Background: an optimization exercise with open tools, aiming at small area and a short achievable clock period. Do not read the settings as production practice. The RTL was checked by simulation tests, not by an equivalence proof against the original design.

## flow/run.sh

```bash
#!/bin/bash
# synth_recipe.tcl (not shown) runs the flow's synth.tcl, then flattens the netlist and writes it again
# the make line also repeats each setting of config.mk as NAME=value (left out here)
make -C /OpenROAD-flow-scripts/flow DESIGN_CONFIG=/design/flow/config.mk WORK_HOME=/design/flow/orfs CLKGATE_MAP_FILE= SYNTH_SCRIPT=/design/flow/synth_recipe.tcl finish
```

## flow/config.mk

```make
export PLATFORM = sky130hd
export DESIGN_NAME = ALU_DESIGN
export DESIGN_NICKNAME = ALU_DESIGN
export VERILOG_FILES = /design/flow/design.v
export SDC_FILE = /design/flow/constraint.sdc
export NUM_CORES = 4
export LEC_CHECK = 0
export CAP_MARGIN = 20
export CORE_MARGIN = 2
export CORE_UTILIZATION = 40
export SLEW_MARGIN = 20
```

## flow/constraint.sdc

```tcl
create_clock -name core_clock -period 5.0 [get_ports {CLK}]
set_input_delay 1.0000 -clock core_clock [delete_from_list [all_inputs] [get_ports {CLK}]]
set_output_delay 1.0000 -clock core_clock [all_outputs]
set_load 0.01 [all_outputs]
```

## flow/design.v

```verilog
module ALU_DESIGN #(parameter DW = 8, CW = 4)(INP_VALID,OPA,OPB,CIN,CLK,RST,CMD,CE,MODE,COUT,OFLOW,RES,G,E,L,ERR);
  input [DW-1:0] OPA,OPB;
  input CLK,RST,CE,MODE,CIN;
  input [CW-1:0] CMD;
  input [1:0] INP_VALID;
  output reg [DW+1:0] RES;
  output reg COUT;
  output reg OFLOW;
  output reg G;
  output reg E;
  output reg L;
  output reg ERR;
  reg [DW-1:0] OPA_1, OPB_1;
  reg [DW-1:0] oprd1, oprd2;
  reg [3:0] CMD_tmp;
  reg [DW-1:0] AU_out_tmp1,AU_out_tmp2 ;
  reg [4:0] wait_counter;
  reg oprd1_valid, oprd2_valid;
  wire timeout_err = !RST && (((INP_VALID==2'b01) && oprd2_valid && (wait_counter >= 16)) ||
                              ((INP_VALID==2'b10) && (wait_counter >= 16)));
  wire [DW:0] add_s  = oprd1 + oprd2;
  wire [DW:0] addc_s = oprd1 + oprd2 + CIN;
  always @ (posedge CLK) begin
      if(RST) begin
        oprd1<=0;
        oprd2<=0;
        CMD_tmp<=0;
        wait_counter<=0;
        oprd1_valid<=0;
        oprd2_valid<=0;
      end
      else if (INP_VALID==2'b01)  begin
        oprd1<=OPA;
        CMD_tmp<=CMD;
        oprd1_valid<=1;
        wait_counter<=0;
      end
      else if (INP_VALID==2'b10)  begin
        oprd2<=OPB;
        CMD_tmp<=CMD;
        oprd2_valid<=1;
        wait_counter<=0;
      end
      else if (INP_VALID==2'b11)  begin
        oprd1<=OPA;
        oprd2<=OPB;
        CMD_tmp<=CMD;
        oprd1_valid<=1;
        oprd2_valid<=1;
        wait_counter<=0;
      end
      else begin
        if((oprd1_valid && !oprd2_valid) || (!oprd1_valid && oprd2_valid)) begin
          if(wait_counter < 16) begin
            wait_counter <= wait_counter + 1;
          end else begin
            wait_counter <= 16;
          end
        end
      end
    end
  always @(*) begin
    if (CMD_tmp[0] == 1'b0) begin
      if(oprd2[0])
        OPA_1 = {oprd1[6:0], oprd1[7]};
      else
        OPA_1 = oprd1;
      if(oprd2[1])
        OPB_1 =  {OPA_1[5:0], OPA_1[7:6]};
      else
        OPB_1= OPA_1;
    end else begin
      if(oprd2[0])
        OPA_1 = {oprd1[0], oprd1[7:1]};
      else
        OPA_1 = oprd1;
      if(oprd2[1])
        OPB_1 =  {OPA_1[1:0], OPA_1[7:2]};
      else
        OPB_1= OPA_1;
    end
  end
    always@(posedge CLK)
      begin
       if(CE)
        begin
         if(RST)
          begin
            RES<=0;
            COUT<=0;
            OFLOW<=0;
            G<=0;
            E<=0;
            L<=0;
            ERR<=0;
            AU_out_tmp1<=0;
            AU_out_tmp2<=0;
          end
         else if(MODE && oprd1_valid && oprd2_valid)
         begin
           RES<=0;
           COUT<=0;
           OFLOW<=0;
           G<=0;
           E<=0;
           L<=0;
           ERR<=0;
          case(CMD_tmp)
    4'b0000:                   begin
              RES<=add_s;
              COUT<=add_s[DW];
            end
      4'b0001 :                begin
             OFLOW<=(oprd1<oprd2)?1:0;
             RES<=oprd1-oprd2;
            end
           4'h2:
            begin
             RES<=addc_s;
             COUT<=addc_s[DW];
            end
           4'b0011:
           begin
            OFLOW<=(oprd1<oprd2)?1:0;
            RES<=oprd1-oprd2-CIN;
           end
           4'b0100:RES<=oprd1;
           4'b0101:RES<=oprd1-1;
           4'b0110:RES<=oprd2-1;
           4'b0111:RES<=oprd2+1;
           4'b1000:
           begin
            RES<=0;
            if(oprd1==oprd2)
               E<=1'b1;
            else if(oprd1>oprd2)
               G<=1'b1;
            else
               L<=1'b1;
           end
     4'b1001: begin
                    AU_out_tmp1 <= oprd1 + 1;
                    AU_out_tmp2 <= oprd2 + 1;
                    RES <=AU_out_tmp1 * AU_out_tmp2;
                  end
           4'b1010: begin
                    AU_out_tmp1 <= oprd1 << 1;
                    AU_out_tmp2 <= oprd2;
                    RES <=AU_out_tmp1 - AU_out_tmp2;
                  end
           default:
            begin
            end
          endcase
         end
        else if(!MODE && oprd1_valid && oprd2_valid)
        begin
           RES<=0;
           COUT<=0;
           OFLOW<=0;
           G<=0;
           E<=0;
           L<=0;
           ERR<=0;
           case(CMD_tmp)
             4'b0000:RES<={1'b0,oprd1&oprd2};
             4'b0001:RES<={1'b0,~(oprd1&oprd2)};
             4'b0010:RES<={1'b0,oprd1&&oprd2};
             4'b0011:RES<={1'b0,~(oprd1|oprd2)};
             4'b0100:RES<={1'b0,oprd1^oprd2};
             4'b0101:RES<={1'b0,~(oprd1^oprd2)};
             4'b0110:RES<={1'b0,~oprd1};
             4'b0111:RES<={1'b0,~oprd2};
             4'b1000:RES<={1'b0,oprd1};
             4'b1001:RES<={1'b0,oprd1<<1};
             4'b1010:RES<={1'b0,oprd2<<1};
             4'b1011:RES<={1'b0,oprd2<<1};
             4'b1100:
             begin
               if(oprd2[2])
                 RES <=  {OPB_1[3:0], OPB_1[7:4]} ;
               else
                 RES <= OPB_1;
               if(oprd2[4] | oprd2[5] | oprd2[6] | oprd2[7])
                 ERR<=1'b1;
             end
             4'b1101:
             begin
               if(oprd2[2])
                 RES <=  {OPB_1[3:0], OPB_1[7:4]} ;
               else
                 RES <= OPB_1;
             end
             default:
               begin
               end
          endcase
     end
        if (timeout_err)
          ERR <= 1'b1;
    end
    else if (timeout_err)
      ERR <= 1'b1;
   end
endmodule
```

==> results_dict.tcl <==
set metrics [dict create \
    clkSinkCount 59 \
    firstDrtPassIters 8 \
    yosysMostFrequentCell "nor2_1" \
    cts_inserted_buffers 9 \
    cp-end-kind "register" \
    critical_path.top_delay_family "adder cells" \
    fillers 1970 \
    grt_max_degree 49 \
    antenna_found_initial 0 \
    synth-main-ff-cell "edfxtp_1" \
    drc 0 \
    cts_tree "done" \
    status "no timing/DRC/antenna violations" \
    yosysTopAreaCell "edfxtp_1" \
    crit_chain "inv_1, nor2_1, fa_1, fa_1, inv_1, fa_1, fa_1, inv_1, ha_1, a21oi_1, o21bai_1, a21oi_1, xor2_1, a221oi_1, nor2_1" \
    root_buffer "clkbuf_16" \
    multi_input_area_sq_um 5740 \
    period_share 0.878 \
    powerDensity_nw_per_um2 228 \
    antenna-diode-count 0 \
    final_max_slew_viol_count 0 \
    crit_path_frequent_cell "fa_1" \
    start_util 0.405 \
    cts_resized 0 \
    hold_class "register to register" \
    ys_warn_count 1 \
    layout.nets 1095 \
    synth_area_leaders "edfxtp_1 12%, ha_1 11%, dfxtp_1 6.9%, fa_1 6.7%, nor2_1 5.5%" \
    gp_congestion 1.01 \
    cts_max_level 3 \
    clock_skew_ns 0.0160 \
    coreArea_sq_um 19300 \
    gr-total-overflow 0 \
    die_w_um 144 \
    io_buffers 42 \
    clock_path_buffers 2 \
    critPathMaxStageDelay_ns 0.55 \
    critPathArrivalTime_ns 4.46 \
    register_area_sq_um 1500 \
    tightest_slew_ns 0.901 \
    ios 43 \
    synth_area_sq_um 7820 \
    yosysSeqAreaShare 0.192 \
    first_iter_violations 808 \
    synth_top_area_frac 0.123 \
    crit_type "register to register" \
    crit_path_start_kind "register" \
    post-dp-hpwl_um 19000 \
    regToRegSetupSlack_ns 0.61 \
    rsz0062_at_grt "no" \
    synth-seq-cells 59 \
    crit_fanout 6 \
    required_ns 5.07 \
    ys_types 86 \
    via_per_inst 5.99 \
    syn_inst 960 \
    dp.cells 1228 \
    grt_pass1_vias 6931 \
    insertion_delay_ns 0.36 \
    hold_viol 0 \
    finalSetupViolations 0 \
    critPathBufInv 3 \
    fmax_mhz 228 \
    ir_worst_vdd_mv 0.153 \
    slowest_stage "fa_1" \
    die_area_sq_um 20700 \
    die_y_um 144 \
    setup_tns_ns 0 \
    post-route-util 0.452 \
    period_needed_ns 4.39 \
    clkTransAtPathRegs_ns 0.05 \
    max_slew_margin 0.398 \
    power_uw 1990 \
    wl_per_cell_um 20.2 \
    hold_buffers 0 \
    grt_pass1_wl_um 39500 \
    avgSynthCellArea_sq_um 8.15 \
    synth_common_cells "114 x nor2_1, 79 x nand2_1, 72 x inv_1, 68 x ha_1, 40 x a21oi_1" \
    postCtsSetupRepairBufs 0 \
    postRouteWirelength_um 25100 \
    leakage_uw 0.00343 \
    fin_cells 1244 \
    ys_async_sr_fraction 0 \
    syn_nets 1081 \
    vias 7452 \
    postRouteAntennaNets 0 \
    grt.total_usage 0.250 \
    area_growth_pct 11.7 \
    synth_edf_count 32 \
    drv_cap 0 \
    rows 51 \
    drive_above_1_share 0.0725 \
]
[metrics by stage]
step / hold slack [ns] / worst slack [ns] / instance area, sq um
4_1_cts: 0.490 / 0.585 / 8740
3_3_place_gp: 0.480 / 0.701 / 8450
5_1_grt: 0.539 / 0.351 / 8740
3_5_place_dp: 0.482 / 0.589 / 8450
2_1_floorplan: 0.458 / 0.901 / 7820
6_report: 0.493 / 0.612 / 8740
[registers in the layout, summed over array words and instances (netlist names), 4 cells and up]
register and flops:
AU_out_tmp2 8, oprd1 8, oprd2 8, RES 10
wait_counter 5, CMD_tmp 4, AU_out_tmp1 8
[worst paths after layout]
check	startpoint	to	cells after the start
min reg2reg	wait_counter[1]	wait_counter[1]	2
min	wait_counter[1]	wait_counter[1]	2
max	AU_out_tmp1[1]	RES[9]	15
max reg2reg	AU_out_tmp1[1]	RES[9]	15
[power breakdown]
group	switching, uW	internal, uW
registers	30.6	537
clock network	236	384
logic	477	326
[metal layers]
| metal | part of all wire | wire length (um) | GRT usage | up-vias |
|---|---|---|---|---|
| met5 | 0 | 0 | 0 | - |
| met4 | 0.028 | 693 | 0.0836 | 0 |
| met3 | 0.095 | 2370 | 0.0613 | 54 |
| met2 | 0.44 | 10900 | 0.373 | 353 |
| met1 | 0.44 | 11100 | 0.354 | 3556 |
| li1 | - | - | - | 3489 |
[layout make-up]
cell class,count,share of cell area
Timing Repair Buffer,65,0.0679
Clock inverter,5,0.00616
Multi-Input combinational cell,764,0.657
Inverter,75,0.0322
Tap cell,265,0.0379
Clock buffer,11,0.0266
Sequential cell,59,0.172
[worst reg2reg max path, delay by kind of cell, from the launching register on]
family                     cells  cell delay, ns
adders and majority gates      5            2.34
AOI/OAI and AO/OA              4            0.71
DFF                            1            0.48
buffers and inverters          3            0.32
and+or+nand+nor                2            0.16
xor gates and xnor gates       1            0.10
[placed cells by master (no fill, tap or decap), types with 28 or more instances in the layout]
cell and instances:
inv_1 72, edfxtp_1 32, nand2_1 79, ha_1 68
nand3_1 29, clkdlybuf4s50_1 42, xnor2_1 34, nor2_1 114
o21ai_0 33, a21oi_1 40, mux2i_1 28
[cell families (layout without fill, tap and decap cells)]
family,count (synthesis),after routing,share of synthesized area
compound gates,225,225,0.215
xor+xnor,56,56,0.0644
fa+ha+maj,94,94,0.175
buf+inv,137,156,0.0742
flops,59,59,0.192
mux,37,37,0.0603
simple gates,352,352,0.219

-- afterwards: timing with drivers on the ports --
The results above use ideal ports. As a check the final layout listed here was re-extracted and re-timed, cells and wires unchanged. Step 1: set_driving_cell puts a clkbuf_16 on CLK and a buf_2 on each other input, an assumption about the parent block. Step 2 adds t to the input delays and takes it off the output delays; t is the mean of the earliest and latest rising clock arrival at the registers after step 1. Input paths then give back, and output paths get back, about the clock's delay inside the block. Three values: no drivers, after step 1, after step 2; two values: the first two.
t, ns: 0.393
setup WS [ns]: 0.612 / 0.612 / 0.612
worst register clock-pin slew, ns: 0.07 / 0.07
worst data-port slew with drivers (ns): 0.03
pins driven straight from the clock port: 1
After both steps setup and hold are still met in this run. The setup slack of this run moves by 0.000 ns with the drivers and by 0.000 ns with both steps.
